This design comes from an exercise in tuning for small area on the open sky130 flow, not from production work. Only simulation tests tie the RTL to the original design; equivalence was not proved. Power figures rest on the tool's default switching activity, not on a simulated workload.

===== design.v =====
module PrefixCarry (
    input  [31:0] g,
    input  [31:0] p,
    input         cin,
    output [32:0] c
);
    logic [31:0] G [0:5];
    logic [31:0] P [0:5];
    always_comb begin
        G[0] = g;
        P[0] = p;
        G[0][0] = g[0] | (p[0] & cin);
        for (int l = 0; l < 5; l++) begin
            G[l+1] = G[l];
            P[l+1] = P[l];
            for (int i = 0; i < 32; i++)
                if ((i % (2 << l)) == (2 << l) - 1) begin
                    G[l+1][i] = G[l][i] | (P[l][i] & G[l][i - (1 << l)]);
                    P[l+1][i] = P[l][i] & P[l][i - (1 << l)];
                end
        end
    end
    logic [31:0] D [0:4];
    always_comb begin
        D[4] = G[5];
        for (int l = 3; l >= 0; l--) begin
            D[l] = D[l+1];
            for (int i = 0; i < 32; i++)
                if ((i % (2 << l)) == (1 << l) - 1 && i >= (2 << l))
                    D[l][i] = D[l+1][i] | (P[l][i] & D[l+1][i - (1 << l)]);
        end
    end
    assign c = {D[0], cin};
endmodule
module ShiftCore (
    input  [31:0] bq,
    input  [31:0] bb,
    input         sel,
    input  [4:0]  r,
    input         wrap,
    input         asr,
    input  [31:0] keep,
    output [31:0] yn
);
    wire [31:0] b = sel ? bq : bb;
    wire fill = asr & b[31];
    logic [31:0] s [0:5];
    assign s[0] = b;
    genvar k, i;
    generate for (k = 0; k < 5; k++) begin : st
        for (i = 0; i < 32; i++) begin : bt
            if (i + (1 << k) < 32) begin : in_range
                assign s[k+1][i] = r[k] ? s[k][i + (1 << k)] : s[k][i];
            end else begin : wrapped
                assign s[k+1][i] = r[k] ? (wrap ? s[k][i + (1 << k) - 32] : fill) : s[k][i];
            end
        end
    end endgenerate
    assign yn = ~(s[5] & keep);
endmodule
module ALU (
    input [31:0] aBus,
    input [31:0] barrelOutput,
    input clk,
    input [3:0] aluOp,
    input updateFlags,
    input carryFlag, zeroFlag, overflowFlag, negativeFlag,
    output newCarryFlag, newZeroFlag, newOverflowFlag, newNegativeFlag,
    output [31:0] aluBus
);
    logic [3:0] op;
    always_ff @(posedge clk) op <= aluOp;
    function automatic logic member(input logic [3:0] v, input logic [15:0] set);
        member = set[v];
    endfunction
    wire [3:0] k;
    assign k[0] = member(op, 16'b1000_0100_1100_1100);   
    assign k[1] = member(op, 16'b0011_1010_0011_0010);   
    assign k[2] = member(op, 16'b1101_1010_0011_0010);   
    assign k[3] = member(op, 16'b0011_0101_1100_1101);   
    wire arith  = member(op, 16'b0000_1100_1111_1100);
    wire invA   = member(op, 16'b0000_0000_1000_1000);   
    wire cinOne = member(op, 16'b0000_0100_0000_1100);   
    wire useC   = member(op, 16'b0000_0000_1110_0000);   
    wire gA  = arith & ~invA;
    wire gNA = arith & invA;
    wire cin = cinOne | (useC & carryFlag);
    logic [31:0] p, g;
    always_comb begin
        for (int i = 0; i < 32; i++) begin
            p[i] = k[{aBus[i], barrelOutput[i]}];
            g[i] = ~p[i] & (aBus[i] ? gA : gNA);
        end
    end
    wire [32:0] c;
    PrefixCarry pc (.g(g), .p(p), .cin(cin), .c(c));
    wire [31:0] res = p ^ c[31:0];
    assign aluBus = res;
    assign newCarryFlag    = updateFlags ? c[32] : carryFlag;
    assign newOverflowFlag = updateFlags ? (c[32] ^ c[31]) : overflowFlag;
    assign newZeroFlag     = updateFlags ? (res == 32'd0) : zeroFlag;
    assign newNegativeFlag = updateFlags ? res[31] : negativeFlag;
endmodule
module BarrelShifter(
    input clk,
    input [31:0] b_bus,
    input [1:0] shift_type,
    input [4:0] shift_amount_imm,
    input [7:0] shift_amount_reg,
    input reg_shift,
    output logic [31:0] alu_input
);
    logic [31:0] b_q;
    logic [1:0]  t_q;
    logic [4:0]  n_q;
    logic        big_q;
    wire reg_big = |shift_amount_reg[7:5];
    always_ff @(posedge clk) begin
        b_q   <= b_bus;
        t_q   <= shift_type;
        n_q   <= shift_amount_reg[4:0] | {5{reg_big & (shift_type == 2'b10)}};
        big_q <= reg_big & ~shift_type[1];
    end
    wire [1:0]  t    = reg_shift ? t_q : shift_type;
    wire [4:0]  n    = reg_shift ? n_q : shift_amount_imm;
    wire        zero = reg_shift & big_q;
    wire left = (t == 2'b00);
    wire wrap = (t == 2'b11) | left;    
    wire asr  = (t == 2'b10);
    wire [4:0] r = left ? (5'd0 - n) : n;
    logic [7:0] LT, EQ;
    logic [3:0] LE;
    always_comb begin
        for (int h = 0; h < 8; h++) begin
            LT[h] = ~zero & (~left | (n[4:2] < h));
            EQ[h] = ~zero & left & (n[4:2] == h);
        end
        for (int l = 0; l < 4; l++)
            LE[l] = (n[1:0] <= l);
    end
    logic [31:0] keep;
    always_comb
        for (int i = 0; i < 32; i++)
            keep[i] = LT[i/4] | EQ[i/4] & LE[i%4];
    wire [31:0] yn;
    ShiftCore core (
        .bq(b_q), .bb(b_bus), .sel(reg_shift), .r(r),
        .wrap(wrap), .asr(asr), .keep(keep), .yn(yn)
    );
    assign alu_input = ~yn;
endmodule
module BranchHandler (
    input overflow_flag,
    input carry_flag,
    input zero_flag,
    input negative_flag,
    input[3:0] op_condition_flag,
    output logic should_branch
);
    logic base;
    wire nv = negative_flag ~^ overflow_flag;
    always_comb begin
        case (op_condition_flag[3:1])
            3'd0: base = zero_flag;
            3'd1: base = carry_flag;
            3'd2: base = negative_flag;
            3'd3: base = overflow_flag;
            3'd4: base = carry_flag & ~zero_flag;
            3'd5: base = nv;
            3'd6: base = ~zero_flag & nv;
            default: base = 1'b1;
        endcase
    end
    assign should_branch = base ^ op_condition_flag[0];
endmodule
module ARM7Execute (
    input         clk,
    input  [31:0] a_bus,
    input  [31:0] b_bus,
    input  [1:0]  shift_type,
    input  [4:0]  shift_amount_imm,
    input  [7:0]  shift_amount_reg,
    input         reg_shift,
    input  [3:0]  alu_op,
    input         update_flags,
    input         carry_flag,
    input         zero_flag,
    input         overflow_flag,
    input         negative_flag,
    input  [3:0]  cond,
    output [31:0] alu_bus,
    output        new_carry_flag,
    output        new_zero_flag,
    output        new_overflow_flag,
    output        new_negative_flag,
    output        cond_pass
);
    wire [31:0] shifter_out;
    BarrelShifter barrelShifter (
        .clk(clk),
        .b_bus(b_bus),
        .shift_type(shift_type),
        .shift_amount_imm(shift_amount_imm),
        .shift_amount_reg(shift_amount_reg),
        .reg_shift(reg_shift),
        .alu_input(shifter_out)
    );
    ALU alu (
        .aBus(a_bus),
        .barrelOutput(shifter_out),
        .clk(clk),
        .aluOp(alu_op),
        .updateFlags(update_flags),
        .carryFlag(carry_flag),
        .zeroFlag(zero_flag),
        .overflowFlag(overflow_flag),
        .negativeFlag(negative_flag),
        .newCarryFlag(new_carry_flag),
        .newZeroFlag(new_zero_flag),
        .newOverflowFlag(new_overflow_flag),
        .newNegativeFlag(new_negative_flag),
        .aluBus(alu_bus)
    );
    BranchHandler branchHandler (
        .overflow_flag(overflow_flag),
        .carry_flag(carry_flag),
        .zero_flag(zero_flag),
        .negative_flag(negative_flag),
        .op_condition_flag(cond),
        .should_branch(cond_pass)
    );
endmodule

===== flow/run.sh =====
#!/bin/bash
# Standard ORFS layout with these changes:
# - the design's ShiftCore module is replaced by flow/ShiftCore_mapped.v, the
#   same function already mapped to sky130hd cells (written by
#   gen/gen_shiftcore.py); synthesis keeps those cells as they are;
# - synthesis maps the rest with ABC's area mapper (flow/abc_area.script)
#   and skips Yosys's full-adder extraction;
# - the port buffers are the library's smallest buffer (buf_1).
# Every other step is the standard one.
set -euo pipefail
W=$PWD
mkdir -p "$W/orfs_scripts"
cp -r "$FLOW_HOME/scripts/." "$W/orfs_scripts/"
cp "$W/flow/abc_area.script" "$W/orfs_scripts/abc_area.script"
awk '/^module ShiftCore/{skip=1} !skip{print} /^endmodule/{skip=0}' "$W/design.v" > "$W/design_mapped.v"
cat "$W/flow/ShiftCore_mapped.v" >> "$W/design_mapped.v"
grep -c "sky130_fd_sc_hd__" "$W/design_mapped.v" > "$W/mapped_cells.txt"
bash standard.sh VERILOG_FILES="$W/design_mapped.v" SCRIPTS_DIR="$W/orfs_scripts" ABC_AREA=1 ADDER_MAP_FILE= synth > "$W/synth.log" 2>&1
bash standard.sh VERILOG_FILES="$W/design_mapped.v" "BUFFER_PORTS_ARGS=-buffer_cell sky130_fd_sc_hd__buf_1" > "$W/layout.log" 2>&1

===== flow/ShiftCore_mapped.v =====
module ShiftCore (
  input  [31:0] bq,
  input  [31:0] bb,
  input         sel,
  input  [4:0]  r,
  input         wrap,
  input         asr,
  input  [31:0] keep,
  output [31:0] yn
);
  wire seln;
  wire [4:0] rn;
  wire [31:0] x0;
  wire fill;
  wire wfi;
  wire wft;
  wire [31:0] x1;
  wire w0_31;
  wire [31:0] x2;
  wire w1_30;
  wire w1_31;
  wire [31:0] x3;
  wire w2_28;
  wire w2_29;
  wire w2_30;
  wire w2_31;
  wire [31:0] x4;
  wire w3_24;
  wire w3_25;
  wire w3_26;
  wire w3_27;
  wire w3_28;
  wire w3_29;
  wire w3_30;
  wire w3_31;
  wire [31:0] x5;
  wire w4_16;
  wire w4_17;
  wire w4_18;
  wire w4_19;
  wire w4_20;
  wire w4_21;
  wire w4_22;
  wire w4_23;
  wire w4_24;
  wire w4_25;
  wire w4_26;
  wire w4_27;
  wire w4_28;
  wire w4_29;
  wire w4_30;
  wire w4_31;
  sky130_fd_sc_hd__clkinv_1 u_seln (.A(sel), .Y(seln));
  sky130_fd_sc_hd__clkinv_1 u_rn0 (.A(r[0]), .Y(rn[0]));
  sky130_fd_sc_hd__clkinv_1 u_rn1 (.A(r[1]), .Y(rn[1]));
  sky130_fd_sc_hd__clkinv_1 u_rn2 (.A(r[2]), .Y(rn[2]));
  sky130_fd_sc_hd__clkinv_1 u_rn3 (.A(r[3]), .Y(rn[3]));
  sky130_fd_sc_hd__clkinv_1 u_rn4 (.A(r[4]), .Y(rn[4]));
  sky130_fd_sc_hd__o22ai_1 u_s0_0 (.A1(bb[0]), .A2(sel), .B1(bq[0]), .B2(seln), .Y(x0[0]));
  sky130_fd_sc_hd__o22ai_1 u_s0_1 (.A1(bb[1]), .A2(sel), .B1(bq[1]), .B2(seln), .Y(x0[1]));
  sky130_fd_sc_hd__o22ai_1 u_s0_2 (.A1(bb[2]), .A2(sel), .B1(bq[2]), .B2(seln), .Y(x0[2]));
  sky130_fd_sc_hd__o22ai_1 u_s0_3 (.A1(bb[3]), .A2(sel), .B1(bq[3]), .B2(seln), .Y(x0[3]));
  sky130_fd_sc_hd__o22ai_1 u_s0_4 (.A1(bb[4]), .A2(sel), .B1(bq[4]), .B2(seln), .Y(x0[4]));
  sky130_fd_sc_hd__o22ai_1 u_s0_5 (.A1(bb[5]), .A2(sel), .B1(bq[5]), .B2(seln), .Y(x0[5]));
  sky130_fd_sc_hd__o22ai_1 u_s0_6 (.A1(bb[6]), .A2(sel), .B1(bq[6]), .B2(seln), .Y(x0[6]));
  sky130_fd_sc_hd__o22ai_1 u_s0_7 (.A1(bb[7]), .A2(sel), .B1(bq[7]), .B2(seln), .Y(x0[7]));
  sky130_fd_sc_hd__o22ai_1 u_s0_8 (.A1(bb[8]), .A2(sel), .B1(bq[8]), .B2(seln), .Y(x0[8]));
  sky130_fd_sc_hd__o22ai_1 u_s0_9 (.A1(bb[9]), .A2(sel), .B1(bq[9]), .B2(seln), .Y(x0[9]));
  sky130_fd_sc_hd__o22ai_1 u_s0_10 (.A1(bb[10]), .A2(sel), .B1(bq[10]), .B2(seln), .Y(x0[10]));
  sky130_fd_sc_hd__o22ai_1 u_s0_11 (.A1(bb[11]), .A2(sel), .B1(bq[11]), .B2(seln), .Y(x0[11]));
  sky130_fd_sc_hd__o22ai_1 u_s0_12 (.A1(bb[12]), .A2(sel), .B1(bq[12]), .B2(seln), .Y(x0[12]));
  sky130_fd_sc_hd__o22ai_1 u_s0_13 (.A1(bb[13]), .A2(sel), .B1(bq[13]), .B2(seln), .Y(x0[13]));
  sky130_fd_sc_hd__o22ai_1 u_s0_14 (.A1(bb[14]), .A2(sel), .B1(bq[14]), .B2(seln), .Y(x0[14]));
  sky130_fd_sc_hd__o22ai_1 u_s0_15 (.A1(bb[15]), .A2(sel), .B1(bq[15]), .B2(seln), .Y(x0[15]));
  sky130_fd_sc_hd__o22ai_1 u_s0_16 (.A1(bb[16]), .A2(sel), .B1(bq[16]), .B2(seln), .Y(x0[16]));
  sky130_fd_sc_hd__o22ai_1 u_s0_17 (.A1(bb[17]), .A2(sel), .B1(bq[17]), .B2(seln), .Y(x0[17]));
  sky130_fd_sc_hd__o22ai_1 u_s0_18 (.A1(bb[18]), .A2(sel), .B1(bq[18]), .B2(seln), .Y(x0[18]));
  sky130_fd_sc_hd__o22ai_1 u_s0_19 (.A1(bb[19]), .A2(sel), .B1(bq[19]), .B2(seln), .Y(x0[19]));
  sky130_fd_sc_hd__o22ai_1 u_s0_20 (.A1(bb[20]), .A2(sel), .B1(bq[20]), .B2(seln), .Y(x0[20]));
  sky130_fd_sc_hd__o22ai_1 u_s0_21 (.A1(bb[21]), .A2(sel), .B1(bq[21]), .B2(seln), .Y(x0[21]));
  sky130_fd_sc_hd__o22ai_1 u_s0_22 (.A1(bb[22]), .A2(sel), .B1(bq[22]), .B2(seln), .Y(x0[22]));
  sky130_fd_sc_hd__o22ai_1 u_s0_23 (.A1(bb[23]), .A2(sel), .B1(bq[23]), .B2(seln), .Y(x0[23]));
  sky130_fd_sc_hd__o22ai_1 u_s0_24 (.A1(bb[24]), .A2(sel), .B1(bq[24]), .B2(seln), .Y(x0[24]));
  sky130_fd_sc_hd__o22ai_1 u_s0_25 (.A1(bb[25]), .A2(sel), .B1(bq[25]), .B2(seln), .Y(x0[25]));
  sky130_fd_sc_hd__o22ai_1 u_s0_26 (.A1(bb[26]), .A2(sel), .B1(bq[26]), .B2(seln), .Y(x0[26]));
  sky130_fd_sc_hd__o22ai_1 u_s0_27 (.A1(bb[27]), .A2(sel), .B1(bq[27]), .B2(seln), .Y(x0[27]));
  sky130_fd_sc_hd__o22ai_1 u_s0_28 (.A1(bb[28]), .A2(sel), .B1(bq[28]), .B2(seln), .Y(x0[28]));
  sky130_fd_sc_hd__o22ai_1 u_s0_29 (.A1(bb[29]), .A2(sel), .B1(bq[29]), .B2(seln), .Y(x0[29]));
  sky130_fd_sc_hd__o22ai_1 u_s0_30 (.A1(bb[30]), .A2(sel), .B1(bq[30]), .B2(seln), .Y(x0[30]));
  sky130_fd_sc_hd__o22ai_1 u_s0_31 (.A1(bb[31]), .A2(sel), .B1(bq[31]), .B2(seln), .Y(x0[31]));
  sky130_fd_sc_hd__nor2b_1 u_fill (.A(x0[31]), .B_N(asr), .Y(fill));
  sky130_fd_sc_hd__nor2_1 u_wfi (.A(wrap), .B(fill), .Y(wfi));
  sky130_fd_sc_hd__nor2b_1 u_wft (.A(wrap), .B_N(fill), .Y(wft));
  sky130_fd_sc_hd__o22ai_1 u_r0_0 (.A1(x0[0]), .A2(r[0]), .B1(x0[1]), .B2(rn[0]), .Y(x1[0]));
  sky130_fd_sc_hd__o22ai_1 u_r0_1 (.A1(x0[1]), .A2(r[0]), .B1(x0[2]), .B2(rn[0]), .Y(x1[1]));
  sky130_fd_sc_hd__o22ai_1 u_r0_2 (.A1(x0[2]), .A2(r[0]), .B1(x0[3]), .B2(rn[0]), .Y(x1[2]));
  sky130_fd_sc_hd__o22ai_1 u_r0_3 (.A1(x0[3]), .A2(r[0]), .B1(x0[4]), .B2(rn[0]), .Y(x1[3]));
  sky130_fd_sc_hd__o22ai_1 u_r0_4 (.A1(x0[4]), .A2(r[0]), .B1(x0[5]), .B2(rn[0]), .Y(x1[4]));
  sky130_fd_sc_hd__o22ai_1 u_r0_5 (.A1(x0[5]), .A2(r[0]), .B1(x0[6]), .B2(rn[0]), .Y(x1[5]));
  sky130_fd_sc_hd__o22ai_1 u_r0_6 (.A1(x0[6]), .A2(r[0]), .B1(x0[7]), .B2(rn[0]), .Y(x1[6]));
  sky130_fd_sc_hd__o22ai_1 u_r0_7 (.A1(x0[7]), .A2(r[0]), .B1(x0[8]), .B2(rn[0]), .Y(x1[7]));
  sky130_fd_sc_hd__o22ai_1 u_r0_8 (.A1(x0[8]), .A2(r[0]), .B1(x0[9]), .B2(rn[0]), .Y(x1[8]));
  sky130_fd_sc_hd__o22ai_1 u_r0_9 (.A1(x0[9]), .A2(r[0]), .B1(x0[10]), .B2(rn[0]), .Y(x1[9]));
  sky130_fd_sc_hd__o22ai_1 u_r0_10 (.A1(x0[10]), .A2(r[0]), .B1(x0[11]), .B2(rn[0]), .Y(x1[10]));
  sky130_fd_sc_hd__o22ai_1 u_r0_11 (.A1(x0[11]), .A2(r[0]), .B1(x0[12]), .B2(rn[0]), .Y(x1[11]));
  sky130_fd_sc_hd__o22ai_1 u_r0_12 (.A1(x0[12]), .A2(r[0]), .B1(x0[13]), .B2(rn[0]), .Y(x1[12]));
  sky130_fd_sc_hd__o22ai_1 u_r0_13 (.A1(x0[13]), .A2(r[0]), .B1(x0[14]), .B2(rn[0]), .Y(x1[13]));
  sky130_fd_sc_hd__o22ai_1 u_r0_14 (.A1(x0[14]), .A2(r[0]), .B1(x0[15]), .B2(rn[0]), .Y(x1[14]));
  sky130_fd_sc_hd__o22ai_1 u_r0_15 (.A1(x0[15]), .A2(r[0]), .B1(x0[16]), .B2(rn[0]), .Y(x1[15]));
  sky130_fd_sc_hd__o22ai_1 u_r0_16 (.A1(x0[16]), .A2(r[0]), .B1(x0[17]), .B2(rn[0]), .Y(x1[16]));
  sky130_fd_sc_hd__o22ai_1 u_r0_17 (.A1(x0[17]), .A2(r[0]), .B1(x0[18]), .B2(rn[0]), .Y(x1[17]));
  sky130_fd_sc_hd__o22ai_1 u_r0_18 (.A1(x0[18]), .A2(r[0]), .B1(x0[19]), .B2(rn[0]), .Y(x1[18]));
  sky130_fd_sc_hd__o22ai_1 u_r0_19 (.A1(x0[19]), .A2(r[0]), .B1(x0[20]), .B2(rn[0]), .Y(x1[19]));
  sky130_fd_sc_hd__o22ai_1 u_r0_20 (.A1(x0[20]), .A2(r[0]), .B1(x0[21]), .B2(rn[0]), .Y(x1[20]));
  sky130_fd_sc_hd__o22ai_1 u_r0_21 (.A1(x0[21]), .A2(r[0]), .B1(x0[22]), .B2(rn[0]), .Y(x1[21]));
  sky130_fd_sc_hd__o22ai_1 u_r0_22 (.A1(x0[22]), .A2(r[0]), .B1(x0[23]), .B2(rn[0]), .Y(x1[22]));
  sky130_fd_sc_hd__o22ai_1 u_r0_23 (.A1(x0[23]), .A2(r[0]), .B1(x0[24]), .B2(rn[0]), .Y(x1[23]));
  sky130_fd_sc_hd__o22ai_1 u_r0_24 (.A1(x0[24]), .A2(r[0]), .B1(x0[25]), .B2(rn[0]), .Y(x1[24]));
  sky130_fd_sc_hd__o22ai_1 u_r0_25 (.A1(x0[25]), .A2(r[0]), .B1(x0[26]), .B2(rn[0]), .Y(x1[25]));
  sky130_fd_sc_hd__o22ai_1 u_r0_26 (.A1(x0[26]), .A2(r[0]), .B1(x0[27]), .B2(rn[0]), .Y(x1[26]));
  sky130_fd_sc_hd__o22ai_1 u_r0_27 (.A1(x0[27]), .A2(r[0]), .B1(x0[28]), .B2(rn[0]), .Y(x1[27]));
  sky130_fd_sc_hd__o22ai_1 u_r0_28 (.A1(x0[28]), .A2(r[0]), .B1(x0[29]), .B2(rn[0]), .Y(x1[28]));
  sky130_fd_sc_hd__o22ai_1 u_r0_29 (.A1(x0[29]), .A2(r[0]), .B1(x0[30]), .B2(rn[0]), .Y(x1[29]));
  sky130_fd_sc_hd__o22ai_1 u_r0_30 (.A1(x0[30]), .A2(r[0]), .B1(x0[31]), .B2(rn[0]), .Y(x1[30]));
  sky130_fd_sc_hd__a21o_1 u_w0_31 (.A1(wrap), .A2(x0[0]), .B1(wfi), .X(w0_31));
  sky130_fd_sc_hd__o22ai_1 u_r0_31 (.A1(x0[31]), .A2(r[0]), .B1(w0_31), .B2(rn[0]), .Y(x1[31]));
  sky130_fd_sc_hd__o22ai_1 u_r1_0 (.A1(x1[0]), .A2(r[1]), .B1(x1[2]), .B2(rn[1]), .Y(x2[0]));
  sky130_fd_sc_hd__o22ai_1 u_r1_1 (.A1(x1[1]), .A2(r[1]), .B1(x1[3]), .B2(rn[1]), .Y(x2[1]));
  sky130_fd_sc_hd__o22ai_1 u_r1_2 (.A1(x1[2]), .A2(r[1]), .B1(x1[4]), .B2(rn[1]), .Y(x2[2]));
  sky130_fd_sc_hd__o22ai_1 u_r1_3 (.A1(x1[3]), .A2(r[1]), .B1(x1[5]), .B2(rn[1]), .Y(x2[3]));
  sky130_fd_sc_hd__o22ai_1 u_r1_4 (.A1(x1[4]), .A2(r[1]), .B1(x1[6]), .B2(rn[1]), .Y(x2[4]));
  sky130_fd_sc_hd__o22ai_1 u_r1_5 (.A1(x1[5]), .A2(r[1]), .B1(x1[7]), .B2(rn[1]), .Y(x2[5]));
  sky130_fd_sc_hd__o22ai_1 u_r1_6 (.A1(x1[6]), .A2(r[1]), .B1(x1[8]), .B2(rn[1]), .Y(x2[6]));
  sky130_fd_sc_hd__o22ai_1 u_r1_7 (.A1(x1[7]), .A2(r[1]), .B1(x1[9]), .B2(rn[1]), .Y(x2[7]));
  sky130_fd_sc_hd__o22ai_1 u_r1_8 (.A1(x1[8]), .A2(r[1]), .B1(x1[10]), .B2(rn[1]), .Y(x2[8]));
  sky130_fd_sc_hd__o22ai_1 u_r1_9 (.A1(x1[9]), .A2(r[1]), .B1(x1[11]), .B2(rn[1]), .Y(x2[9]));
  sky130_fd_sc_hd__o22ai_1 u_r1_10 (.A1(x1[10]), .A2(r[1]), .B1(x1[12]), .B2(rn[1]), .Y(x2[10]));
  sky130_fd_sc_hd__o22ai_1 u_r1_11 (.A1(x1[11]), .A2(r[1]), .B1(x1[13]), .B2(rn[1]), .Y(x2[11]));
  sky130_fd_sc_hd__o22ai_1 u_r1_12 (.A1(x1[12]), .A2(r[1]), .B1(x1[14]), .B2(rn[1]), .Y(x2[12]));
  sky130_fd_sc_hd__o22ai_1 u_r1_13 (.A1(x1[13]), .A2(r[1]), .B1(x1[15]), .B2(rn[1]), .Y(x2[13]));
  sky130_fd_sc_hd__o22ai_1 u_r1_14 (.A1(x1[14]), .A2(r[1]), .B1(x1[16]), .B2(rn[1]), .Y(x2[14]));
  sky130_fd_sc_hd__o22ai_1 u_r1_15 (.A1(x1[15]), .A2(r[1]), .B1(x1[17]), .B2(rn[1]), .Y(x2[15]));
  sky130_fd_sc_hd__o22ai_1 u_r1_16 (.A1(x1[16]), .A2(r[1]), .B1(x1[18]), .B2(rn[1]), .Y(x2[16]));
  sky130_fd_sc_hd__o22ai_1 u_r1_17 (.A1(x1[17]), .A2(r[1]), .B1(x1[19]), .B2(rn[1]), .Y(x2[17]));
  sky130_fd_sc_hd__o22ai_1 u_r1_18 (.A1(x1[18]), .A2(r[1]), .B1(x1[20]), .B2(rn[1]), .Y(x2[18]));
  sky130_fd_sc_hd__o22ai_1 u_r1_19 (.A1(x1[19]), .A2(r[1]), .B1(x1[21]), .B2(rn[1]), .Y(x2[19]));
  sky130_fd_sc_hd__o22ai_1 u_r1_20 (.A1(x1[20]), .A2(r[1]), .B1(x1[22]), .B2(rn[1]), .Y(x2[20]));
  sky130_fd_sc_hd__o22ai_1 u_r1_21 (.A1(x1[21]), .A2(r[1]), .B1(x1[23]), .B2(rn[1]), .Y(x2[21]));
  sky130_fd_sc_hd__o22ai_1 u_r1_22 (.A1(x1[22]), .A2(r[1]), .B1(x1[24]), .B2(rn[1]), .Y(x2[22]));
  sky130_fd_sc_hd__o22ai_1 u_r1_23 (.A1(x1[23]), .A2(r[1]), .B1(x1[25]), .B2(rn[1]), .Y(x2[23]));
  sky130_fd_sc_hd__o22ai_1 u_r1_24 (.A1(x1[24]), .A2(r[1]), .B1(x1[26]), .B2(rn[1]), .Y(x2[24]));
  sky130_fd_sc_hd__o22ai_1 u_r1_25 (.A1(x1[25]), .A2(r[1]), .B1(x1[27]), .B2(rn[1]), .Y(x2[25]));
  sky130_fd_sc_hd__o22ai_1 u_r1_26 (.A1(x1[26]), .A2(r[1]), .B1(x1[28]), .B2(rn[1]), .Y(x2[26]));
  sky130_fd_sc_hd__o22ai_1 u_r1_27 (.A1(x1[27]), .A2(r[1]), .B1(x1[29]), .B2(rn[1]), .Y(x2[27]));
  sky130_fd_sc_hd__o22ai_1 u_r1_28 (.A1(x1[28]), .A2(r[1]), .B1(x1[30]), .B2(rn[1]), .Y(x2[28]));
  sky130_fd_sc_hd__o22ai_1 u_r1_29 (.A1(x1[29]), .A2(r[1]), .B1(x1[31]), .B2(rn[1]), .Y(x2[29]));
  sky130_fd_sc_hd__a21o_1 u_w1_30 (.A1(wrap), .A2(x1[0]), .B1(wft), .X(w1_30));
  sky130_fd_sc_hd__o22ai_1 u_r1_30 (.A1(x1[30]), .A2(r[1]), .B1(w1_30), .B2(rn[1]), .Y(x2[30]));
  sky130_fd_sc_hd__a21o_1 u_w1_31 (.A1(wrap), .A2(x1[1]), .B1(wft), .X(w1_31));
  sky130_fd_sc_hd__o22ai_1 u_r1_31 (.A1(x1[31]), .A2(r[1]), .B1(w1_31), .B2(rn[1]), .Y(x2[31]));
  sky130_fd_sc_hd__o22ai_1 u_r2_0 (.A1(x2[0]), .A2(r[2]), .B1(x2[4]), .B2(rn[2]), .Y(x3[0]));
  sky130_fd_sc_hd__o22ai_1 u_r2_1 (.A1(x2[1]), .A2(r[2]), .B1(x2[5]), .B2(rn[2]), .Y(x3[1]));
  sky130_fd_sc_hd__o22ai_1 u_r2_2 (.A1(x2[2]), .A2(r[2]), .B1(x2[6]), .B2(rn[2]), .Y(x3[2]));
  sky130_fd_sc_hd__o22ai_1 u_r2_3 (.A1(x2[3]), .A2(r[2]), .B1(x2[7]), .B2(rn[2]), .Y(x3[3]));
  sky130_fd_sc_hd__o22ai_1 u_r2_4 (.A1(x2[4]), .A2(r[2]), .B1(x2[8]), .B2(rn[2]), .Y(x3[4]));
  sky130_fd_sc_hd__o22ai_1 u_r2_5 (.A1(x2[5]), .A2(r[2]), .B1(x2[9]), .B2(rn[2]), .Y(x3[5]));
  sky130_fd_sc_hd__o22ai_1 u_r2_6 (.A1(x2[6]), .A2(r[2]), .B1(x2[10]), .B2(rn[2]), .Y(x3[6]));
  sky130_fd_sc_hd__o22ai_1 u_r2_7 (.A1(x2[7]), .A2(r[2]), .B1(x2[11]), .B2(rn[2]), .Y(x3[7]));
  sky130_fd_sc_hd__o22ai_1 u_r2_8 (.A1(x2[8]), .A2(r[2]), .B1(x2[12]), .B2(rn[2]), .Y(x3[8]));
  sky130_fd_sc_hd__o22ai_1 u_r2_9 (.A1(x2[9]), .A2(r[2]), .B1(x2[13]), .B2(rn[2]), .Y(x3[9]));
  sky130_fd_sc_hd__o22ai_1 u_r2_10 (.A1(x2[10]), .A2(r[2]), .B1(x2[14]), .B2(rn[2]), .Y(x3[10]));
  sky130_fd_sc_hd__o22ai_1 u_r2_11 (.A1(x2[11]), .A2(r[2]), .B1(x2[15]), .B2(rn[2]), .Y(x3[11]));
  sky130_fd_sc_hd__o22ai_1 u_r2_12 (.A1(x2[12]), .A2(r[2]), .B1(x2[16]), .B2(rn[2]), .Y(x3[12]));
  sky130_fd_sc_hd__o22ai_1 u_r2_13 (.A1(x2[13]), .A2(r[2]), .B1(x2[17]), .B2(rn[2]), .Y(x3[13]));
  sky130_fd_sc_hd__o22ai_1 u_r2_14 (.A1(x2[14]), .A2(r[2]), .B1(x2[18]), .B2(rn[2]), .Y(x3[14]));
  sky130_fd_sc_hd__o22ai_1 u_r2_15 (.A1(x2[15]), .A2(r[2]), .B1(x2[19]), .B2(rn[2]), .Y(x3[15]));
  sky130_fd_sc_hd__o22ai_1 u_r2_16 (.A1(x2[16]), .A2(r[2]), .B1(x2[20]), .B2(rn[2]), .Y(x3[16]));
  sky130_fd_sc_hd__o22ai_1 u_r2_17 (.A1(x2[17]), .A2(r[2]), .B1(x2[21]), .B2(rn[2]), .Y(x3[17]));
  sky130_fd_sc_hd__o22ai_1 u_r2_18 (.A1(x2[18]), .A2(r[2]), .B1(x2[22]), .B2(rn[2]), .Y(x3[18]));
  sky130_fd_sc_hd__o22ai_1 u_r2_19 (.A1(x2[19]), .A2(r[2]), .B1(x2[23]), .B2(rn[2]), .Y(x3[19]));
  sky130_fd_sc_hd__o22ai_1 u_r2_20 (.A1(x2[20]), .A2(r[2]), .B1(x2[24]), .B2(rn[2]), .Y(x3[20]));
  sky130_fd_sc_hd__o22ai_1 u_r2_21 (.A1(x2[21]), .A2(r[2]), .B1(x2[25]), .B2(rn[2]), .Y(x3[21]));
  sky130_fd_sc_hd__o22ai_1 u_r2_22 (.A1(x2[22]), .A2(r[2]), .B1(x2[26]), .B2(rn[2]), .Y(x3[22]));
  sky130_fd_sc_hd__o22ai_1 u_r2_23 (.A1(x2[23]), .A2(r[2]), .B1(x2[27]), .B2(rn[2]), .Y(x3[23]));
  sky130_fd_sc_hd__o22ai_1 u_r2_24 (.A1(x2[24]), .A2(r[2]), .B1(x2[28]), .B2(rn[2]), .Y(x3[24]));
  sky130_fd_sc_hd__o22ai_1 u_r2_25 (.A1(x2[25]), .A2(r[2]), .B1(x2[29]), .B2(rn[2]), .Y(x3[25]));
  sky130_fd_sc_hd__o22ai_1 u_r2_26 (.A1(x2[26]), .A2(r[2]), .B1(x2[30]), .B2(rn[2]), .Y(x3[26]));
  sky130_fd_sc_hd__o22ai_1 u_r2_27 (.A1(x2[27]), .A2(r[2]), .B1(x2[31]), .B2(rn[2]), .Y(x3[27]));
  sky130_fd_sc_hd__a21o_1 u_w2_28 (.A1(wrap), .A2(x2[0]), .B1(wfi), .X(w2_28));
  sky130_fd_sc_hd__o22ai_1 u_r2_28 (.A1(x2[28]), .A2(r[2]), .B1(w2_28), .B2(rn[2]), .Y(x3[28]));
  sky130_fd_sc_hd__a21o_1 u_w2_29 (.A1(wrap), .A2(x2[1]), .B1(wfi), .X(w2_29));
  sky130_fd_sc_hd__o22ai_1 u_r2_29 (.A1(x2[29]), .A2(r[2]), .B1(w2_29), .B2(rn[2]), .Y(x3[29]));
  sky130_fd_sc_hd__a21o_1 u_w2_30 (.A1(wrap), .A2(x2[2]), .B1(wfi), .X(w2_30));
  sky130_fd_sc_hd__o22ai_1 u_r2_30 (.A1(x2[30]), .A2(r[2]), .B1(w2_30), .B2(rn[2]), .Y(x3[30]));
  sky130_fd_sc_hd__a21o_1 u_w2_31 (.A1(wrap), .A2(x2[3]), .B1(wfi), .X(w2_31));
  sky130_fd_sc_hd__o22ai_1 u_r2_31 (.A1(x2[31]), .A2(r[2]), .B1(w2_31), .B2(rn[2]), .Y(x3[31]));
  sky130_fd_sc_hd__o22ai_1 u_r3_0 (.A1(x3[0]), .A2(r[3]), .B1(x3[8]), .B2(rn[3]), .Y(x4[0]));
  sky130_fd_sc_hd__o22ai_1 u_r3_1 (.A1(x3[1]), .A2(r[3]), .B1(x3[9]), .B2(rn[3]), .Y(x4[1]));
  sky130_fd_sc_hd__o22ai_1 u_r3_2 (.A1(x3[2]), .A2(r[3]), .B1(x3[10]), .B2(rn[3]), .Y(x4[2]));
  sky130_fd_sc_hd__o22ai_1 u_r3_3 (.A1(x3[3]), .A2(r[3]), .B1(x3[11]), .B2(rn[3]), .Y(x4[3]));
  sky130_fd_sc_hd__o22ai_1 u_r3_4 (.A1(x3[4]), .A2(r[3]), .B1(x3[12]), .B2(rn[3]), .Y(x4[4]));
  sky130_fd_sc_hd__o22ai_1 u_r3_5 (.A1(x3[5]), .A2(r[3]), .B1(x3[13]), .B2(rn[3]), .Y(x4[5]));
  sky130_fd_sc_hd__o22ai_1 u_r3_6 (.A1(x3[6]), .A2(r[3]), .B1(x3[14]), .B2(rn[3]), .Y(x4[6]));
  sky130_fd_sc_hd__o22ai_1 u_r3_7 (.A1(x3[7]), .A2(r[3]), .B1(x3[15]), .B2(rn[3]), .Y(x4[7]));
  sky130_fd_sc_hd__o22ai_1 u_r3_8 (.A1(x3[8]), .A2(r[3]), .B1(x3[16]), .B2(rn[3]), .Y(x4[8]));
  sky130_fd_sc_hd__o22ai_1 u_r3_9 (.A1(x3[9]), .A2(r[3]), .B1(x3[17]), .B2(rn[3]), .Y(x4[9]));
  sky130_fd_sc_hd__o22ai_1 u_r3_10 (.A1(x3[10]), .A2(r[3]), .B1(x3[18]), .B2(rn[3]), .Y(x4[10]));
  sky130_fd_sc_hd__o22ai_1 u_r3_11 (.A1(x3[11]), .A2(r[3]), .B1(x3[19]), .B2(rn[3]), .Y(x4[11]));
  sky130_fd_sc_hd__o22ai_1 u_r3_12 (.A1(x3[12]), .A2(r[3]), .B1(x3[20]), .B2(rn[3]), .Y(x4[12]));
  sky130_fd_sc_hd__o22ai_1 u_r3_13 (.A1(x3[13]), .A2(r[3]), .B1(x3[21]), .B2(rn[3]), .Y(x4[13]));
  sky130_fd_sc_hd__o22ai_1 u_r3_14 (.A1(x3[14]), .A2(r[3]), .B1(x3[22]), .B2(rn[3]), .Y(x4[14]));
  sky130_fd_sc_hd__o22ai_1 u_r3_15 (.A1(x3[15]), .A2(r[3]), .B1(x3[23]), .B2(rn[3]), .Y(x4[15]));
  sky130_fd_sc_hd__o22ai_1 u_r3_16 (.A1(x3[16]), .A2(r[3]), .B1(x3[24]), .B2(rn[3]), .Y(x4[16]));
  sky130_fd_sc_hd__o22ai_1 u_r3_17 (.A1(x3[17]), .A2(r[3]), .B1(x3[25]), .B2(rn[3]), .Y(x4[17]));
  sky130_fd_sc_hd__o22ai_1 u_r3_18 (.A1(x3[18]), .A2(r[3]), .B1(x3[26]), .B2(rn[3]), .Y(x4[18]));
  sky130_fd_sc_hd__o22ai_1 u_r3_19 (.A1(x3[19]), .A2(r[3]), .B1(x3[27]), .B2(rn[3]), .Y(x4[19]));
  sky130_fd_sc_hd__o22ai_1 u_r3_20 (.A1(x3[20]), .A2(r[3]), .B1(x3[28]), .B2(rn[3]), .Y(x4[20]));
  sky130_fd_sc_hd__o22ai_1 u_r3_21 (.A1(x3[21]), .A2(r[3]), .B1(x3[29]), .B2(rn[3]), .Y(x4[21]));
  sky130_fd_sc_hd__o22ai_1 u_r3_22 (.A1(x3[22]), .A2(r[3]), .B1(x3[30]), .B2(rn[3]), .Y(x4[22]));
  sky130_fd_sc_hd__o22ai_1 u_r3_23 (.A1(x3[23]), .A2(r[3]), .B1(x3[31]), .B2(rn[3]), .Y(x4[23]));
  sky130_fd_sc_hd__a21o_1 u_w3_24 (.A1(wrap), .A2(x3[0]), .B1(wft), .X(w3_24));
  sky130_fd_sc_hd__o22ai_1 u_r3_24 (.A1(x3[24]), .A2(r[3]), .B1(w3_24), .B2(rn[3]), .Y(x4[24]));
  sky130_fd_sc_hd__a21o_1 u_w3_25 (.A1(wrap), .A2(x3[1]), .B1(wft), .X(w3_25));
  sky130_fd_sc_hd__o22ai_1 u_r3_25 (.A1(x3[25]), .A2(r[3]), .B1(w3_25), .B2(rn[3]), .Y(x4[25]));
  sky130_fd_sc_hd__a21o_1 u_w3_26 (.A1(wrap), .A2(x3[2]), .B1(wft), .X(w3_26));
  sky130_fd_sc_hd__o22ai_1 u_r3_26 (.A1(x3[26]), .A2(r[3]), .B1(w3_26), .B2(rn[3]), .Y(x4[26]));
  sky130_fd_sc_hd__a21o_1 u_w3_27 (.A1(wrap), .A2(x3[3]), .B1(wft), .X(w3_27));
  sky130_fd_sc_hd__o22ai_1 u_r3_27 (.A1(x3[27]), .A2(r[3]), .B1(w3_27), .B2(rn[3]), .Y(x4[27]));
  sky130_fd_sc_hd__a21o_1 u_w3_28 (.A1(wrap), .A2(x3[4]), .B1(wft), .X(w3_28));
  sky130_fd_sc_hd__o22ai_1 u_r3_28 (.A1(x3[28]), .A2(r[3]), .B1(w3_28), .B2(rn[3]), .Y(x4[28]));
  sky130_fd_sc_hd__a21o_1 u_w3_29 (.A1(wrap), .A2(x3[5]), .B1(wft), .X(w3_29));
  sky130_fd_sc_hd__o22ai_1 u_r3_29 (.A1(x3[29]), .A2(r[3]), .B1(w3_29), .B2(rn[3]), .Y(x4[29]));
  sky130_fd_sc_hd__a21o_1 u_w3_30 (.A1(wrap), .A2(x3[6]), .B1(wft), .X(w3_30));
  sky130_fd_sc_hd__o22ai_1 u_r3_30 (.A1(x3[30]), .A2(r[3]), .B1(w3_30), .B2(rn[3]), .Y(x4[30]));
  sky130_fd_sc_hd__a21o_1 u_w3_31 (.A1(wrap), .A2(x3[7]), .B1(wft), .X(w3_31));
  sky130_fd_sc_hd__o22ai_1 u_r3_31 (.A1(x3[31]), .A2(r[3]), .B1(w3_31), .B2(rn[3]), .Y(x4[31]));
  sky130_fd_sc_hd__o22ai_1 u_r4_0 (.A1(x4[0]), .A2(r[4]), .B1(x4[16]), .B2(rn[4]), .Y(x5[0]));
  sky130_fd_sc_hd__o22ai_1 u_r4_1 (.A1(x4[1]), .A2(r[4]), .B1(x4[17]), .B2(rn[4]), .Y(x5[1]));
  sky130_fd_sc_hd__o22ai_1 u_r4_2 (.A1(x4[2]), .A2(r[4]), .B1(x4[18]), .B2(rn[4]), .Y(x5[2]));
  sky130_fd_sc_hd__o22ai_1 u_r4_3 (.A1(x4[3]), .A2(r[4]), .B1(x4[19]), .B2(rn[4]), .Y(x5[3]));
  sky130_fd_sc_hd__o22ai_1 u_r4_4 (.A1(x4[4]), .A2(r[4]), .B1(x4[20]), .B2(rn[4]), .Y(x5[4]));
  sky130_fd_sc_hd__o22ai_1 u_r4_5 (.A1(x4[5]), .A2(r[4]), .B1(x4[21]), .B2(rn[4]), .Y(x5[5]));
  sky130_fd_sc_hd__o22ai_1 u_r4_6 (.A1(x4[6]), .A2(r[4]), .B1(x4[22]), .B2(rn[4]), .Y(x5[6]));
  sky130_fd_sc_hd__o22ai_1 u_r4_7 (.A1(x4[7]), .A2(r[4]), .B1(x4[23]), .B2(rn[4]), .Y(x5[7]));
  sky130_fd_sc_hd__o22ai_1 u_r4_8 (.A1(x4[8]), .A2(r[4]), .B1(x4[24]), .B2(rn[4]), .Y(x5[8]));
  sky130_fd_sc_hd__o22ai_1 u_r4_9 (.A1(x4[9]), .A2(r[4]), .B1(x4[25]), .B2(rn[4]), .Y(x5[9]));
  sky130_fd_sc_hd__o22ai_1 u_r4_10 (.A1(x4[10]), .A2(r[4]), .B1(x4[26]), .B2(rn[4]), .Y(x5[10]));
  sky130_fd_sc_hd__o22ai_1 u_r4_11 (.A1(x4[11]), .A2(r[4]), .B1(x4[27]), .B2(rn[4]), .Y(x5[11]));
  sky130_fd_sc_hd__o22ai_1 u_r4_12 (.A1(x4[12]), .A2(r[4]), .B1(x4[28]), .B2(rn[4]), .Y(x5[12]));
  sky130_fd_sc_hd__o22ai_1 u_r4_13 (.A1(x4[13]), .A2(r[4]), .B1(x4[29]), .B2(rn[4]), .Y(x5[13]));
  sky130_fd_sc_hd__o22ai_1 u_r4_14 (.A1(x4[14]), .A2(r[4]), .B1(x4[30]), .B2(rn[4]), .Y(x5[14]));
  sky130_fd_sc_hd__o22ai_1 u_r4_15 (.A1(x4[15]), .A2(r[4]), .B1(x4[31]), .B2(rn[4]), .Y(x5[15]));
  sky130_fd_sc_hd__a21o_1 u_w4_16 (.A1(wrap), .A2(x4[0]), .B1(wfi), .X(w4_16));
  sky130_fd_sc_hd__o22ai_1 u_r4_16 (.A1(x4[16]), .A2(r[4]), .B1(w4_16), .B2(rn[4]), .Y(x5[16]));
  sky130_fd_sc_hd__a21o_1 u_w4_17 (.A1(wrap), .A2(x4[1]), .B1(wfi), .X(w4_17));
  sky130_fd_sc_hd__o22ai_1 u_r4_17 (.A1(x4[17]), .A2(r[4]), .B1(w4_17), .B2(rn[4]), .Y(x5[17]));
  sky130_fd_sc_hd__a21o_1 u_w4_18 (.A1(wrap), .A2(x4[2]), .B1(wfi), .X(w4_18));
  sky130_fd_sc_hd__o22ai_1 u_r4_18 (.A1(x4[18]), .A2(r[4]), .B1(w4_18), .B2(rn[4]), .Y(x5[18]));
  sky130_fd_sc_hd__a21o_1 u_w4_19 (.A1(wrap), .A2(x4[3]), .B1(wfi), .X(w4_19));
  sky130_fd_sc_hd__o22ai_1 u_r4_19 (.A1(x4[19]), .A2(r[4]), .B1(w4_19), .B2(rn[4]), .Y(x5[19]));
  sky130_fd_sc_hd__a21o_1 u_w4_20 (.A1(wrap), .A2(x4[4]), .B1(wfi), .X(w4_20));
  sky130_fd_sc_hd__o22ai_1 u_r4_20 (.A1(x4[20]), .A2(r[4]), .B1(w4_20), .B2(rn[4]), .Y(x5[20]));
  sky130_fd_sc_hd__a21o_1 u_w4_21 (.A1(wrap), .A2(x4[5]), .B1(wfi), .X(w4_21));
  sky130_fd_sc_hd__o22ai_1 u_r4_21 (.A1(x4[21]), .A2(r[4]), .B1(w4_21), .B2(rn[4]), .Y(x5[21]));
  sky130_fd_sc_hd__a21o_1 u_w4_22 (.A1(wrap), .A2(x4[6]), .B1(wfi), .X(w4_22));
  sky130_fd_sc_hd__o22ai_1 u_r4_22 (.A1(x4[22]), .A2(r[4]), .B1(w4_22), .B2(rn[4]), .Y(x5[22]));
  sky130_fd_sc_hd__a21o_1 u_w4_23 (.A1(wrap), .A2(x4[7]), .B1(wfi), .X(w4_23));
  sky130_fd_sc_hd__o22ai_1 u_r4_23 (.A1(x4[23]), .A2(r[4]), .B1(w4_23), .B2(rn[4]), .Y(x5[23]));
  sky130_fd_sc_hd__a21o_1 u_w4_24 (.A1(wrap), .A2(x4[8]), .B1(wfi), .X(w4_24));
  sky130_fd_sc_hd__o22ai_1 u_r4_24 (.A1(x4[24]), .A2(r[4]), .B1(w4_24), .B2(rn[4]), .Y(x5[24]));
  sky130_fd_sc_hd__a21o_1 u_w4_25 (.A1(wrap), .A2(x4[9]), .B1(wfi), .X(w4_25));
  sky130_fd_sc_hd__o22ai_1 u_r4_25 (.A1(x4[25]), .A2(r[4]), .B1(w4_25), .B2(rn[4]), .Y(x5[25]));
  sky130_fd_sc_hd__a21o_1 u_w4_26 (.A1(wrap), .A2(x4[10]), .B1(wfi), .X(w4_26));
  sky130_fd_sc_hd__o22ai_1 u_r4_26 (.A1(x4[26]), .A2(r[4]), .B1(w4_26), .B2(rn[4]), .Y(x5[26]));
  sky130_fd_sc_hd__a21o_1 u_w4_27 (.A1(wrap), .A2(x4[11]), .B1(wfi), .X(w4_27));
  sky130_fd_sc_hd__o22ai_1 u_r4_27 (.A1(x4[27]), .A2(r[4]), .B1(w4_27), .B2(rn[4]), .Y(x5[27]));
  sky130_fd_sc_hd__a21o_1 u_w4_28 (.A1(wrap), .A2(x4[12]), .B1(wfi), .X(w4_28));
  sky130_fd_sc_hd__o22ai_1 u_r4_28 (.A1(x4[28]), .A2(r[4]), .B1(w4_28), .B2(rn[4]), .Y(x5[28]));
  sky130_fd_sc_hd__a21o_1 u_w4_29 (.A1(wrap), .A2(x4[13]), .B1(wfi), .X(w4_29));
  sky130_fd_sc_hd__o22ai_1 u_r4_29 (.A1(x4[29]), .A2(r[4]), .B1(w4_29), .B2(rn[4]), .Y(x5[29]));
  sky130_fd_sc_hd__a21o_1 u_w4_30 (.A1(wrap), .A2(x4[14]), .B1(wfi), .X(w4_30));
  sky130_fd_sc_hd__o22ai_1 u_r4_30 (.A1(x4[30]), .A2(r[4]), .B1(w4_30), .B2(rn[4]), .Y(x5[30]));
  sky130_fd_sc_hd__a21o_1 u_w4_31 (.A1(wrap), .A2(x4[15]), .B1(wfi), .X(w4_31));
  sky130_fd_sc_hd__o22ai_1 u_r4_31 (.A1(x4[31]), .A2(r[4]), .B1(w4_31), .B2(rn[4]), .Y(x5[31]));
  sky130_fd_sc_hd__nand2_1 u_k0 (.A(x5[0]), .B(keep[0]), .Y(yn[0]));
  sky130_fd_sc_hd__nand2_1 u_k1 (.A(x5[1]), .B(keep[1]), .Y(yn[1]));
  sky130_fd_sc_hd__nand2_1 u_k2 (.A(x5[2]), .B(keep[2]), .Y(yn[2]));
  sky130_fd_sc_hd__nand2_1 u_k3 (.A(x5[3]), .B(keep[3]), .Y(yn[3]));
  sky130_fd_sc_hd__nand2_1 u_k4 (.A(x5[4]), .B(keep[4]), .Y(yn[4]));
  sky130_fd_sc_hd__nand2_1 u_k5 (.A(x5[5]), .B(keep[5]), .Y(yn[5]));
  sky130_fd_sc_hd__nand2_1 u_k6 (.A(x5[6]), .B(keep[6]), .Y(yn[6]));
  sky130_fd_sc_hd__nand2_1 u_k7 (.A(x5[7]), .B(keep[7]), .Y(yn[7]));
  sky130_fd_sc_hd__nand2_1 u_k8 (.A(x5[8]), .B(keep[8]), .Y(yn[8]));
  sky130_fd_sc_hd__nand2_1 u_k9 (.A(x5[9]), .B(keep[9]), .Y(yn[9]));
  sky130_fd_sc_hd__nand2_1 u_k10 (.A(x5[10]), .B(keep[10]), .Y(yn[10]));
  sky130_fd_sc_hd__nand2_1 u_k11 (.A(x5[11]), .B(keep[11]), .Y(yn[11]));
  sky130_fd_sc_hd__nand2_1 u_k12 (.A(x5[12]), .B(keep[12]), .Y(yn[12]));
  sky130_fd_sc_hd__nand2_1 u_k13 (.A(x5[13]), .B(keep[13]), .Y(yn[13]));
  sky130_fd_sc_hd__nand2_1 u_k14 (.A(x5[14]), .B(keep[14]), .Y(yn[14]));
  sky130_fd_sc_hd__nand2_1 u_k15 (.A(x5[15]), .B(keep[15]), .Y(yn[15]));
  sky130_fd_sc_hd__nand2_1 u_k16 (.A(x5[16]), .B(keep[16]), .Y(yn[16]));
  sky130_fd_sc_hd__nand2_1 u_k17 (.A(x5[17]), .B(keep[17]), .Y(yn[17]));
  sky130_fd_sc_hd__nand2_1 u_k18 (.A(x5[18]), .B(keep[18]), .Y(yn[18]));
  sky130_fd_sc_hd__nand2_1 u_k19 (.A(x5[19]), .B(keep[19]), .Y(yn[19]));
  sky130_fd_sc_hd__nand2_1 u_k20 (.A(x5[20]), .B(keep[20]), .Y(yn[20]));
  sky130_fd_sc_hd__nand2_1 u_k21 (.A(x5[21]), .B(keep[21]), .Y(yn[21]));
  sky130_fd_sc_hd__nand2_1 u_k22 (.A(x5[22]), .B(keep[22]), .Y(yn[22]));
  sky130_fd_sc_hd__nand2_1 u_k23 (.A(x5[23]), .B(keep[23]), .Y(yn[23]));
  sky130_fd_sc_hd__nand2_1 u_k24 (.A(x5[24]), .B(keep[24]), .Y(yn[24]));
  sky130_fd_sc_hd__nand2_1 u_k25 (.A(x5[25]), .B(keep[25]), .Y(yn[25]));
  sky130_fd_sc_hd__nand2_1 u_k26 (.A(x5[26]), .B(keep[26]), .Y(yn[26]));
  sky130_fd_sc_hd__nand2_1 u_k27 (.A(x5[27]), .B(keep[27]), .Y(yn[27]));
  sky130_fd_sc_hd__nand2_1 u_k28 (.A(x5[28]), .B(keep[28]), .Y(yn[28]));
  sky130_fd_sc_hd__nand2_1 u_k29 (.A(x5[29]), .B(keep[29]), .Y(yn[29]));
  sky130_fd_sc_hd__nand2_1 u_k30 (.A(x5[30]), .B(keep[30]), .Y(yn[30]));
  sky130_fd_sc_hd__nand2_1 u_k31 (.A(x5[31]), .B(keep[31]), .Y(yn[31]));
endmodule

===== flow/abc_area.script =====
strash
dch -f
amap
strash
dch -f
amap
topo

===== standard.sh =====
#!/bin/bash
# synth_recipe.tcl (not shown) runs the flow's synth.tcl, then flattens the netlist and writes it again
# the make line also repeats each setting of config.mk as NAME=value (left out here)
make -C /OpenROAD-flow-scripts/flow DESIGN_CONFIG=/design/flow/config.mk WORK_HOME=/design/flow/orfs CLKGATE_MAP_FILE= SYNTH_SCRIPT=/design/flow/synth_recipe.tcl "${@:-finish}"

===== config.mk =====
export PLATFORM = sky130hd
export DESIGN_NAME = ARM7Execute
export DESIGN_NICKNAME = ARM7Execute
export VERILOG_FILES = /design/flow/design.v
export SDC_FILE = /design/flow/constraint.sdc
export NUM_CORES = 4
export LEC_CHECK = 0
export ABC_AREA = 1
export CAP_MARGIN = 0
export CORE_MARGIN = 2
export CORE_UTILIZATION = 40
export CTS_BUF_LIST = sky130_fd_sc_hd__clkbuf_8
export SLEW_MARGIN = 0

===== constraint.sdc =====
create_clock -name core_clock -period 13.0 [get_ports {clk}]
set_input_delay 2.6000 -clock core_clock [delete_from_list [all_inputs] [get_ports {clk}]]
set_output_delay 2.6000 -clock core_clock [all_outputs]
set_load 0.01 [all_outputs]

==> flow_metrics.py, run 1 <==
metrics = {
    "final_layout": {
        "area_growth_syn_to_layout_pct": 22.9,
        "layout_commonest_cell": "o22ai_1",
        "final_nets": 1073,
        "insertedDiodeCount": 0,
        "drive_gt1_share_pct": 6.22,
        "final_cell_mix": "o22ai_1, buf_1, clkinv_1",
        "finish.utilization_pct": 50.0,
        "stdcell_area_mm2": 0.00626,
    },
    "detailed_routing": {
        "drt_first_pass_iters": 6,
        "drtIter0Drc": 752,
        "vias_per_cell": 6.15,
        "routed_wl_um": 18800,
        "vias": 7088,
        "wl_per_cell_um": 16.3,
        "final_antenna_net_count": 0,
        "drc": 0,
    },
    "cts": {
        "clock_sinks": 44,
        "root_buffer": "clkbuf_8",
        "clkTransAtPathRegs_ns": 0.08,
        "cts_tree": "done",
        "ctsHtreeMaxLevel": 2,
        "postCtsHoldBufs": 0,
        "clk_path_buf_depth": 2,
        "cts_buffers": 5,
    },
    "critical_path": {
        "path_class": "in -> out",
        "cp_slowest_cell": "o22ai_1",
        "required_ns": 10.40,
        "path_max_fanout": 16,
        "arrival_ns": 9.71,
        "startpoint_type": "primary input",
        "path_common_cell": "o22ai_1",
        "cp-end-kind": "output port",
        "cpPeakStageDelay_ns": 0.32,
    },
    "synth": {
        "syn-cell-area_mm2": 0.00509,
        "synth.distinct_cells": 27,
        "synth_warnings": 7,
        "ys_ff_latch": 44,
        "syn_inst": 810,
        "synth_edf_count": 0,
        "yosysSeqAreaShare_pct": 17.3,
        "synth-async-reset-ratio_pct": 0,
        "synth_ff_type": "dfxtp_1",
        "synthesis.nets": 904,
        "synth_area_leaders": "o22ai_1, dfxtp_1, clkinv_1, nor2_1, o21ai_0",
        "yosys.area.top_type": "o22ai_1",
        "netlist.area_leader.share_pct": 34.8,
        "avgSynthCellArea_um2": 6.29,
    },
    "hold_path": {
        "min_path_type": "in -> reg",
        "whs_path_depth": 1,
        "min_to": "alu.op[0]$_DFF_P_",
        "hold_start": "alu_op[0]",
    },
    "place": {
        "gp_congestion": 0.980,
        "placed_area_mm2": 0.00604,
        "hpwl_um": 14400,
        "portBuffers": 130,
        "pre_cts_ws_ns": -0.000195,
    },
    "timing": {
        "whs_ns": 2.39,
        "fmax_ghz": 0.0812,
        "finalSetupViolCount": 0,
        "layout_min_cycle_time_ns": 12.31,
        "drv_slew": 0,
        "setup_ws_ns": 0.686,
        "tightest_slew_ns": 0.757,
        "period_share_pct": 94.7,
        "slew_headroom_pct": 49.0,
        "hold_viol": 0,
    },
    "floorplan": {
        "die_height_um": 117,
        "dieArea_mm2": 0.0136,
        "start_util_pct": 40.7,
        "core_region_area_mm2": 0.0125,
        "rows": 41,
        "io_pins": 131,
        "die_w_um": 117,
    },
    "global_route": {
        "grt_pass1_wl_um": 28800,
        "antenna_found_initial": 0,
        "first_global_vias": 5818,
        "grt_max_degree": 35,
        "grt-ovfl-total": 0,
        "grt_util_all_layers_pct": 26.1,
    },
    "power_and_ir_drop": {
        "max-vdd-ir-drop_mv": 0.0611,
        "p_switching_w": 0.000421,
        "p_per_area_mw_per_mm2": 129,
        "power_frac_seq_pct": 17.9,
        "clockPowerShare_pct": 10.9,
        "leakage_nw": 2.14,
        "p_comb_share_pct": 71.2,
        "swShare_pct": 52.0,
        "p_int_w": 0.000389,
    },
    "outcome": {
        "status": "timing/DRC/antenna clean",
    },
    "run": {
        "maxCapViolCount": 0,
    },
}
## cells in the mapped netlist, types with 5 or more instances
cell,n
a21o_1,31
a21oi_1,42
a22oi_1,31
a31oi_1,8
clkinv_1,126
dfxtp_1,44
nand2_1,57
nor2_1,74
nor4_1,10
o21a_1,5
o21ai_0,47
o221a_1,7
o221ai_1,11
o22ai_1,283
or2_0,8
## metal layers
| metal | GRT usage, % | wire [um] | vias to the layer above |
|---|---|---|---|
| met1 | 38.3 | 8640 | 3111 |
| met2 | 40.1 | 8200 | 339 |
| met3 | 4.27 | 1620 | 34 |
| met4 | 6.04 | 301 | 0 |
| met5 | 0 | 0 | - |
| li1 | - | - | 3604 |
## cell families after synthesis
group | after synthesis | share of synthesized area [%]
flip-flops | 44 | 17.3
AO/OA/AOI/OAI | 478 | 60.1
AND/OR/NAND/NOR | 162 | 13.3
buffers and inverters | 126 | 9.29
## cell type report
class	instances	area, um2
timing repair inverter	1	5.00
clock buffer	6	82.6
timing repair buffer	161	734
clock inverter	2	10.0
inverter	126	484
multi-input combinational	640	3850
fill	1398	6260
tap	172	215
sequential	44	881
## how the worst max path moves through the flow
stage | from | endpoint | slack [ns] | cells after the start
2_1_floorplan | reg_shift | new_zero_flag | 0.009 | 35
3_3_place_gp | reg_shift | new_zero_flag | 0.31 | 38
3_5_place_dp | reg_shift | new_zero_flag | -0.0002 | 38
4_1_cts | reg_shift | new_zero_flag | 0.06 | 39
5_1_grt | reg_shift | new_zero_flag | -0.009 | 37
6_report | reg_shift | new_zero_flag | 0.69 | 37
## metrics by stage
step           std cells  total power (W)  setup TNS (ns)
5_1_grt             1152         0.000881        -0.00925
3_5_place_dp        1139         0.000696       -0.000195
3_3_place_gp        1139         0.000696               0
4_1_cts             1147         0.000786               0
2_1_floorplan        810         0.000542               0
6_report            1152         0.000810               0
## power by group through the flow
stage	combinational (W)	clock, W	sequential (W)
floorplan	0.000394	0	0.000147
global placement	0.000548	0	0.000148
detailed placement	0.000548	0	0.000148
CTS	0.000551	0.0000899	0.000145
global route	0.000638	0.0000968	0.000146
finish	0.000577	0.0000882	0.000145
## flip-flops by register name (all words and copies together) (netlist names)
| name | count |
|---|---|
| barrelShifter.b_q | 32 |
| barrelShifter.big_q | 1 |
| barrelShifter.n_q | 5 |
| alu.op | 4 |
| barrelShifter.t_q | 2 |
## worst max-delay path, delay by kind of cell
kind	cells	cell delay, ns
and+or+nand+nor	7	1.20
buffers and inverters	11	1.81
AOI/OAI and AO/OA	19	4.08
## what timing repair did
| action | 4_1_cts | 5_1_grt |
|---|---|---|
| pin swaps | 0 | 2 |
| setup buffers | 0 | 4 |
| cloned | 0 | 1 |
| resized for setup | 2 | 18 |
| setup endpoints to repair | 1 | 4 |
==> inputs of run 2 (changes only) <==
==> flow/abc_area.script (replaced) <==
strash
dch -f
amap
topo
--- a/config.mk
+++ b/config.mk
@@ -12,2 +12,4 @@
 export CTS_BUF_LIST = sky130_fd_sc_hd__clkbuf_8
+export CTS_CLUSTER_DIAMETER = 200
+export CTS_CLUSTER_SIZE = 24
 export SLEW_MARGIN = 0
==> run 2 against run 1 <==
Non-clock buffer count is 3 lower. Global-route usage is 0.48 points lower. Sequential cell count stayed put. Setup slack better by 0.10 ns. Routed wire length is 0.37% lower. Total power is 4.3% lower. Clock power is 2.9% lower. Core utilization is 0.099 points lower.
==> flow_metrics.py, run 2 <==
metrics = {
    "hold_path": {
        "min_path_type": "in -> reg",
    },
    "final_layout": {
        "n_fill_cell": 1398,
        "area_growth_syn_to_layout_pct": 21.7,
        "multi_input_area_mm2": 0.00399,
        "regMostFlops": "barrelShifter.b_q",
        "drive_gt1_share_pct": 5.93,
        "finish.utilization_pct": 49.9,
        "final_nets": 1104,
        "largest_register_ffs": 32,
        "final_cell_mix": "o22ai_1, buf_1, nor2_1",
        "biggestRegsByFlops": "barrelShifter.b_q: 32 flops, barrelShifter.n_q: 5 flops, alu.op: 4 flops",
        "seq_area_um2": 881,
        "layout_commonest_cell": "o22ai_1",
        "insertedDiodeCount": 0,
    },
    "synth": {
        "synth.distinct_cells": 35,
        "synthMuxAreaShare_pct": 0,
        "synth_warnings": 7,
        "synth_simple_gate_area_share_pct": 17.9,
        "netlist.area_leader.share_pct": 32.4,
        "yosysSeqAreaShare_pct": 17.0,
        "synthesis.nets": 937,
        "synthAdderAreaFrac_pct": 0,
        "synth_compound_area_share_pct": 57.5,
        "synth_area_leaders": "o22ai_1, dfxtp_1, nor2_1, clkinv_1, nand2_1",
        "avgSynthCellArea_um2": 6.14,
        "yosys-top-cells-count": "o22ai_1, nor2_1, clkinv_1",
        "syn-cell-area_mm2": 0.00518,
        "yosys.area.top_type": "o22ai_1",
        "synth_ff_type": "dfxtp_1",
        "synth-async-reset-ratio_pct": 0,
        "post_synth_xor_area_fraction_pct": 0,
        "syn_inst": 843,
        "yosysMostFrequentCell": "o22ai_1",
        "synth_edf_count": 0,
        "ys_ff_latch": 44,
        "synth_top_family_by_area": "compound AO/OA/AOI/OAI gates",
    },
    "power_and_ir_drop": {
        "p_int_w": 0.000375,
        "leakage_nw": 2.13,
        "p_comb_share_pct": 70.3,
        "power_frac_seq_pct": 18.6,
        "p_switching_w": 0.000400,
        "max-vdd-ir-drop_mv": 0.0561,
        "swShare_pct": 51.6,
        "p_per_area_mw_per_mm2": 123,
        "clockPowerShare_pct": 11.0,
        "finalPower_w": 0.000775,
    },
    "outcome": {
        "status": "timing/DRC/antenna clean",
    },
    "timing": {
        "drv_slew": 0,
        "period_share_pct": 93.9,
        "rsz0062_at_grt": "no",
        "layout_min_cycle_time_ns": 12.21,
        "finalSetupViolCount": 0,
        "finalSetupTns_ns": 0,
        "fmax_ghz": 0.0819,
        "slew_headroom_pct": 37.8,
        "hold_viol": 0,
        "tightest_slew_ns": 0.931,
        "whs_ns": 2.39,
    },
    "detailed_routing": {
        "dr_wl_met2_um": 7980,
        "drt_first_pass_iters": 6,
        "vias_per_cell": 6.00,
        "wl_per_cell_um": 15.8,
        "dr_wl_met3_um": 1560,
        "drc": 0,
        "vias": 7095,
        "drtIter0Drc": 692,
        "maxUsedRoutingLayer": "met4",
        "wirelength_met1_um": 8790,
        "routed_wl_um": 18700,
        "final_antenna_net_count": 0,
    },
    "critical_path": {
        "cp_slowest_cell": "o311ai_1",
        "arrival_ns": 9.61,
        "cpPeakStageDelay_ns": 0.61,
        "cp-end-kind": "output port",
        "startpoint_type": "primary input",
        "path_class": "in -> out",
        "critPathLaunch": "reg_shift",
        "path_common_cell": "o22ai_1",
        "required_ns": 10.40,
        "path_max_fanout": 16,
        "crit_end": "new_zero_flag",
    },
    "floorplan": {
        "dieArea_mm2": 0.0139,
        "start_util_pct": 41.0,
        "die_height_um": 118,
        "rows": 41,
        "core_region_area_mm2": 0.0126,
        "io_pins": 131,
        "die_w_um": 118,
    },
    "global_route": {
        "first_global_vias": 6048,
        "antenna_found_initial": 0,
        "grt_pass1_wl_um": 30000,
        "grt-ovfl-total": 0,
        "grt_max_degree": 34,
        "grt_util_all_layers_pct": 25.6,
    },
    "cts": {
        "clk_path_buf_depth": 2,
        "cts_tree": "done",
        "clkTransAtPathRegs_ns": 0.07,
        "clock_sinks": 44,
        "ctsHtreeMaxLevel": 2,
        "root_buffer": "clkbuf_8",
        "cts_buffers": 5,
    },
    "place": {
        "portBuffers": 130,
        "hpwl_um": 14200,
        "gp_congestion": 0.941,
    },
    "run": {
        "maxCapViolCount": 0,
    },
}
==> run 2: power by group through the flow <==
| stage | clock network [W] | logic (W) | registers (W) |
|---|---|---|---|
| after floorplan | 0 | 0.000380 | 0.000148 |
| after global placement | 0 | 0.000526 | 0.000148 |
| after detailed placement | 0 | 0.000526 | 0.000148 |
| after CTS | 0.0000869 | 0.000528 | 0.000144 |
| after global routing | 0.0000939 | 0.000606 | 0.000145 |
| final | 0.0000856 | 0.000545 | 0.000145 |
==> run 2: how the worst min path moves through the flow <==
stage	start	slack, ns	depth (start not counted)	endpoint
finish	alu_op[0]	2.39	1	alu.op[0]$_DFF_P_
global placement	alu_op[1]	2.70	1	alu.op[1]$_DFF_P_
floorplan	alu_op[0]	2.63	0	alu.op[0]$_DFF_P_
CTS	alu_op[0]	2.38	1	alu.op[0]$_DFF_P_
detailed placement	alu_op[2]	2.69	1	alu.op[2]$_DFF_P_
global route	alu_op[0]	2.38	1	alu.op[0]$_DFF_P_
==> run 2: worst max-delay path: cells and delay by family <==
kind	cells	cell delay [ns]
buffers and inverters	8	1.67
and+or+nand+nor	12	1.99
AOI/OAI and AO/OA	14	3.36
==> run 2: logic make-up (layout without fill, tap and decap cells) <==
family,after synthesis,count (layout)
buffers and inverters,105,273
AND/OR/NAND/NOR,224,224
flip-flops,44,44
AO/OA/AOI/OAI,470,470
==> run 2: area by class of cell <==
cell class,count,area share [%]
clock buffer,6,1.31
clock inverter,2,0.119
inverter,105,6.48
multi-input combinational,694,63.3
sequential,44,14.0
tap,172,3.42
timing repair buffer,158,11.2
timing repair inverter,2,0.159
==> run 2: routing by layer <==
metal	up-vias	global-route usage, %
met5	-	0
met4	0	6.10
met1	3081	37.2
met2	285	39.2
li1	3696	-
met3	33	4.60
==> run 2: per-stage QoR <==
stage          setup WS [ns]  cells  cell area, um2
5_1_grt              0.00682   1183            6300
3_3_place_gp           0.406   1170            6110
6_report               0.789   1183            6300
4_1_cts               0.0928   1178            6200
2_1_floorplan          0.109    843            5200
3_5_place_dp           0.128   1170            6110
==> run 2: timing repair <==
action                                 4_1_cts  5_1_grt
resized for setup                            0       21
hold buffers                                 0        0
buffers inserted                             0        3
endpoints found under the hold margin        0        0
setup endpoints to repair                    0        4

static timing again, ports no longer ideal:
Ports are ideal in the flow. The routed layouts listed here were re-timed in OpenROAD. Step 1 sets driving cells, clkbuf_16 on the clock port and buf_2 on the other inputs (assumed; they add their load-dependent delay and slew). Step 2, shift: input delay + t, output delay - t, t = (earliest + latest rising clock arrival at the registers) / 2. This alone moves slack from input paths to output paths. Three values: ideal ports, drivers, drivers and shift; two values: the first two.
| run | t (ns) | setup WS [ns] | worst setup path after step 2 | worst register clock-pin slew, ns | worst data-port slew with drivers (ns) |
|---|---|---|---|---|---|
| run 1 | 0.329 | 0.686 / 0.651 / 0.651 | input to output | 0.08 / 0.08 | 0.04 |
| run 2 | 0.334 | 0.789 / 0.754 / 0.754 | input to output | 0.08 / 0.08 | 0.05 |
After both steps every run listed still meets setup and hold.
